Source: an optimization exercise on an open RTL-to-GDS flow (aim: small area). Production flows keep margins and buffers that such runs may drop. In this exercise RTL edits were held to simulation tests only and were not proved equivalent to the original. Power is estimated from default activity; no workload was simulated.

job 101:
## musicbox
module musicbox(clk, rst, buzz);
input clk;
input rst;
output reg buzz;
reg [7:0] pos;     
reg gap;           
reg [14:0] cnt;    
reg [7:0] bcnt;    
wire [3:0] code;   
wire last;         
wire [4:0] rom;
songrom r(.a(pos), .y(rom));
assign {code,last} = rom;
wire tb = ~gap & (cnt[0] & ~cnt[1] & ~cnt[2] & cnt[4] & cnt[5] & ~cnt[6] & cnt[7] & cnt[8] & cnt[9] & cnt[10] & cnt[11] & cnt[12] & cnt[13] & cnt[14]);    
wire tg = gap & (~cnt[3] & cnt[5] & cnt[6] & ~cnt[7] & cnt[8] & cnt[9] & cnt[10] & cnt[11]);     
wire wrap = ~gap & (pos[1] & pos[2] & pos[6] & pos[7]);
wire clr = rst | tb | tg | wrap;
wire pclr = rst | wrap;
wire silent = gap | (code == 4'd0);
wire bterm = (~bcnt[0] & bcnt[1] & bcnt[2] & ~bcnt[3] & ~bcnt[5] & ~bcnt[6] & bcnt[7]);    
reg [7:0] bstart;   
always @(*) begin
  case(code)
    4'd1: bstart = 8'd0;
    4'd2: bstart = 8'd19;
    4'd3: bstart = 8'd147;
    4'd4: bstart = 8'd5;
    4'd5: bstart = 8'd78;
    4'd6: bstart = 8'd94;
    4'd7: bstart = 8'd205;
    4'd8: bstart = 8'd154;
    4'd9: bstart = 8'd235;
    4'd10: bstart = 8'd173;
    default: bstart = 8'd0;
  endcase
end
always @(posedge clk) begin
  cnt <= clr ? 15'd0 : {cnt[13:0] ^ 14'd16383, (cnt[14] ^ cnt[0])};
  gap <= ~rst & (gap ? ~tg : (tb & last));
  pos <= pclr ? 8'd0 : pos + {7'd0, tb};
  bcnt <= pclr ? 8'd235 : (silent | bterm) ? bstart : {bcnt[6:0] ^ 7'd127, (bcnt[7] ^ bcnt[2])};
  buzz <= ~(rst | silent) & (buzz ^ bterm);
end
endmodule
==> flow/config.mk <==
export PLATFORM = sky130hd
export DESIGN_NAME = musicbox
export DESIGN_NICKNAME = musicbox
export VERILOG_FILES = /design/flow/design.v
export SDC_FILE = /design/flow/constraint.sdc
export NUM_CORES = 4
export LEC_CHECK = 0
export ABC_AREA = 1
export CAP_MARGIN = 20
export CORE_AREA = 2 2 62 62
export DIE_AREA = 0 0 64 64
export SLEW_MARGIN = 20
==> flow/constraint.sdc <==
create_clock -name core_clock -period 100.0 [get_ports {clk}]
set_input_delay 20.0000 -clock core_clock [delete_from_list [all_inputs] [get_ports {clk}]]
set_output_delay 20.0000 -clock core_clock [all_outputs]
set_load 0.01 [all_outputs]
standard.sh (not shown) runs the stock make flow with config.mk's settings and CLKGATE_MAP_FILE= SYNTH_SCRIPT=/design/flow/synth_recipe.tcl, a recipe that flattens the netlist after the stock synthesis.
==> flow/flow/run.sh <==
#!/bin/bash
# Own layout flow: the standard synthesis, then the combinational logic between the
# standard synthesis's registers is re-mapped with stronger ABC area scripts (the registers,
# their instance names and cell types stay as the standard synthesis made them), then the standard flow's
# standard layout from floorplan to finish. Each tool writes its full output to a log here.
set -euo pipefail
HERE=$(pwd)
YOSYS=${YOSYS_EXE:-/OpenROAD-flow-scripts/tools/install/yosys/bin/yosys}
LIB=$FLOW_HOME/platforms/sky130hd/lib/sky130_fd_sc_hd__tt_025C_1v80.lib
R=$HERE/orfs/results/sky130hd/musicbox/base
T=${RESYN_T:-45}

bash standard.sh synth > $HERE/flow_synth.log 2>&1
cp $R/1_2_yosys.v $HERE/std_synth.v

DU=""
for c in $(grep -o 'sky130_fd_sc_hd__\(probe\|lpflow\)[a-z0-9_]*' $FLOW_HOME/platforms/sky130hd/config.mk | sort -u); do DU="$DU -dont_use $c"; done
SEQ=$(echo $(grep -o 'sky130_fd_sc_hd__[a-z0-9_]*' $HERE/std_synth.v | sort -u | grep -E '__(df|edf|sdf|dl|sedf|conb)' || true))

# candidate ABC scripts (different random seeds of &deepsyn); the smallest result is used
N=${RESYN_N:-16}
for i in $(seq 0 $((N-1))); do
  echo "strash; dc2; &get -n; &deepsyn -T $T -S $((i+1)); &put; strash; amap; topo" > $HERE/resynth_$i.abc
  cat > $HERE/resynth_$i.ys <<EOS
read_liberty -ignore_miss_func $LIB
read_verilog $HERE/std_synth.v
hierarchy -top musicbox
setattr -mod -set keep_hierarchy 1 $SEQ
flatten
opt_clean
abc -liberty $LIB $DU -script $HERE/resynth_$i.abc
opt_clean -purge
rename -hide w:*.*
select musicbox
tee -o $HERE/resynth_$i.stat stat -liberty $LIB
write_verilog -noattr -noexpr -selected $HERE/resynth_$i.v
EOS
done
for i in $(seq 0 $((N-1))); do
  ( $YOSYS -s $HERE/resynth_$i.ys > $HERE/flow_resynth_$i.log 2>&1 || true ) &
  if (( (i+1) % ${NUM_CORES:-4} == 0 )); then wait; fi
done
wait
BEST=""; BA=""
for i in $(seq 0 $((N-1))); do
  A=$(grep -h "Chip area for" $HERE/resynth_$i.stat 2>/dev/null | tail -1 | awk '{print $NF}')
  echo "script $i: area ${A:-failed}" >> $HERE/resynth_choice.log
  if [[ -n "$A" && -s $HERE/resynth_$i.v ]]; then
    if [[ -z "$BA" ]] || awk "BEGIN{exit !($A < $BA)}"; then BA=$A; BEST=$i; fi
  fi
done
STD=$(grep -h "Chip area" $HERE/orfs/reports/sky130hd/musicbox/base/synth_stat.txt | tail -1 | awk '{print $NF}')
echo "standard synthesis: $STD; best: ${BEST:-none} $BA" >> $HERE/resynth_choice.log
if [[ -n "$BEST" ]] && awk "BEGIN{exit !($BA < $STD)}"; then
  cp $HERE/resynth_$BEST.v $R/1_2_yosys.v
  rm -f $R/1_synth.odb $R/1_synth.sdc
fi
# extra ORFS variables for the layout steps, one VAR=value per line (e.g. CTS_ARGS)
EXTRA=()
if [[ -f $HERE/flow/extra_vars.txt ]]; then
  while IFS= read -r line; do [[ -n "$line" ]] && EXTRA+=("$line"); done < $HERE/flow/extra_vars.txt
fi
bash standard.sh "${EXTRA[@]}" finish > $HERE/flow_finish.log 2>&1
Other scripts of this flow, unchanged in this note and not shown: flow/flow/extra_vars.txt
For job 102, these inputs were changed with respect to job 101:
diff --git a/flow/flow/run.sh b/flow/flow/run.sh
--- a/flow/flow/run.sh
+++ b/flow/flow/run.sh
@@ -11 +11 @@
-T=${RESYN_T:-45}
+T=${RESYN_T:-60}
@@ -21 +21 @@
-N=${RESYN_N:-16}
+N=${RESYN_N:-8}
Findings:
- Diff job 101..job 102 | quantity of hold-fixing buffers added after cts | unchanged
- Comparing job 102 with job 101, the power density relative to cell area came out essentially unchanged.
- Reported for job 102 and job 101, overall die area turned out identical to the last digit.
- Diff job 101..job 102 | initial core utilization | unchanged
- From job 101 to job 102 the numbers moved as follows: endpoint arrival time on the critical path level, number of nets in the layout level.
- Average wire per standard cell essentially unchanged between job 102 and job 101.
- Comparing job 102 against job 101, there is no change at all in wire length after detailed routing.


Setup of the previous run:
musicbox, a different RTL version from the one above (not shown whole).
Size: about 250 cells after synthesis, roughly 3 I/O pins, about 1700 µm² of cells after synthesis.
clock: 100.0 ns
lec_check: 0
abc_area: 1
cap_margin: 20
core_margin: 2
core_utilization: 60
slew_margin: 20
==> flow/flow/run.sh <==
#!/bin/bash
# Own layout flow: the standard synthesis, then the combinational logic between the
# standard synthesis's registers is re-mapped with stronger ABC area scripts (the registers,
# their instance names and cell types stay as the standard synthesis made them), then the standard flow's
# standard layout from floorplan to finish. Each tool writes its full output to a log here.
set -euo pipefail
HERE=$(pwd)
YOSYS=${YOSYS_EXE:-/OpenROAD-flow-scripts/tools/install/yosys/bin/yosys}
LIB=$FLOW_HOME/platforms/sky130hd/lib/sky130_fd_sc_hd__tt_025C_1v80.lib
R=$HERE/orfs/results/sky130hd/musicbox/base
T=${RESYN_T:-60}

bash standard.sh synth > $HERE/flow_synth.log 2>&1
cp $R/1_2_yosys.v $HERE/std_synth.v

DU=""
for c in $(grep -o 'sky130_fd_sc_hd__\(probe\|lpflow\)[a-z0-9_]*' $FLOW_HOME/platforms/sky130hd/config.mk | sort -u); do DU="$DU -dont_use $c"; done
SEQ=$(echo $(grep -o 'sky130_fd_sc_hd__[a-z0-9_]*' $HERE/std_synth.v | sort -u | grep -E '__(df|edf|sdf|dl|sedf|conb)' || true))

# candidate ABC scripts; the smallest result is used
SCRIPTS=(
  "strash; dc2; &get -n; &deepsyn -T $T -S 1; &put; strash; amap; topo"
  "strash; dc2; &get -n; &deepsyn -T $T -S 2; &put; strash; amap; topo"
  "strash; dc2; &get -n; &deepsyn -T $T -S 3; &put; strash; dch -f; map -a; topo"
  "strash; dc2; &get -n; &deepsyn -T $T -S 4; &put; strash; amap; topo"
)
for i in 0 1 2 3; do
  echo "${SCRIPTS[$i]}" > $HERE/resynth_$i.abc
  cat > $HERE/resynth_$i.ys <<EOS
read_liberty -ignore_miss_func $LIB
read_verilog $HERE/std_synth.v
hierarchy -top musicbox
setattr -mod -set keep_hierarchy 1 $SEQ
flatten
opt_clean
abc -liberty $LIB $DU -script $HERE/resynth_$i.abc
opt_clean -purge
rename -hide w:*.*
select musicbox
tee -o $HERE/resynth_$i.stat stat -liberty $LIB
write_verilog -noattr -noexpr -selected $HERE/resynth_$i.v
EOS
  ( $YOSYS -s $HERE/resynth_$i.ys > $HERE/flow_resynth_$i.log 2>&1 || true ) &
done
wait
BEST=""; BA=""
for i in 0 1 2 3; do
  A=$(grep -h "Chip area for" $HERE/resynth_$i.stat 2>/dev/null | tail -1 | awk '{print $NF}')
  echo "script $i: area ${A:-failed}" >> $HERE/resynth_choice.log
  if [[ -n "$A" && -s $HERE/resynth_$i.v ]]; then
    if [[ -z "$BA" ]] || awk "BEGIN{exit !($A < $BA)}"; then BA=$A; BEST=$i; fi
  fi
done
STD=$(grep -h "Chip area" $HERE/orfs/reports/sky130hd/musicbox/base/synth_stat.txt | tail -1 | awk '{print $NF}')
echo "standard synthesis: $STD; best: ${BEST:-none} $BA" >> $HERE/resynth_choice.log
if [[ -n "$BEST" ]] && awk "BEGIN{exit !($BA < $STD)}"; then
  cp $HERE/resynth_$BEST.v $R/1_2_yosys.v
  rm -f $R/1_synth.odb $R/1_synth.sdc
fi
# extra ORFS variables for the layout steps, one VAR=value per line (e.g. CTS_ARGS)
EXTRA=()
if [[ -f $HERE/flow/extra_vars.txt ]]; then
  while IFS= read -r line; do [[ -n "$line" ]] && EXTRA+=("$line"); done < $HERE/flow/extra_vars.txt
fi
bash standard.sh "${EXTRA[@]}" finish > $HERE/flow_finish.log 2>&1
Other scripts of this flow, unchanged in this note and not shown: flow/flow/extra_vars.txt
What the current run does differently from the previous run at the input level:
- a deleted CORE_MARGIN that had been 2
- an added DIE_AREA of 0 0 64 64
- a deleted CORE_UTILIZATION that had been 60
- an added CORE_AREA of 2 2 62 62
### Flow results
Looking at utilization, the current run sits below the previous run. The current run ended up with a higher floorplan die width than the previous run did. The hold slack reported for the current run is smaller than that of the previous run by 0.014 ns. The previous run has lower final instance count without filler cells than the current run. Lower fraction of area in registers goes to the current run over the previous run. Met1 capacity usage during global routing: the current run vs the previous run down 6.2 points. Diff the previous run and the current run: instance area after placement lower in the previous run. The current run ends up with a final instance area that is 19 µm² higher than in the previous run.

-- re-timing with driven ports --
In the flow no input, the clock included, has a driving cell. The finished layouts below were timed again as built, in two steps.
Step 1, drivers: a clkbuf_16 drives clk and a buf_2 each remaining input, both assumed.
Step 2 times the ports against the registers' clock, not the clock port: input delays grow and output delays shrink by t, the midpoint of the rising clock arrivals with the driver on.
Three values: ideal, step 1, step 2; two values: the first two.
run | t, ns | setup WS [ns] | hold slack, ns | worst register clock-pin slew, ns | worst slew at a driven data input, ns
job 101 | 0.347 | 79.047 / 79.047 / 78.700 | 0.414 / 0.414 / 0.414 | 0.10 / 0.10 | 0.03
job 102 | 0.347 | 79.047 / 79.047 / 78.700 | 0.414 / 0.414 / 0.414 | 0.10 / 0.10 | 0.03
the previous run | 0.337 | 79.123 / 79.116 / 78.780 | 0.414 / 0.414 / 0.414 | 0.09 / 0.09 | 0.03
the current run | 0.346 | 79.138 / 79.116 / 78.789 | 0.400 / 0.400 / 0.400 | 0.11 / 0.11 | 0.04
After both steps every run listed still meets setup and hold. For the current run, which loses most, drivers alone change the setup slack by -0.022 ns; drivers and shift together by -0.349 ns.
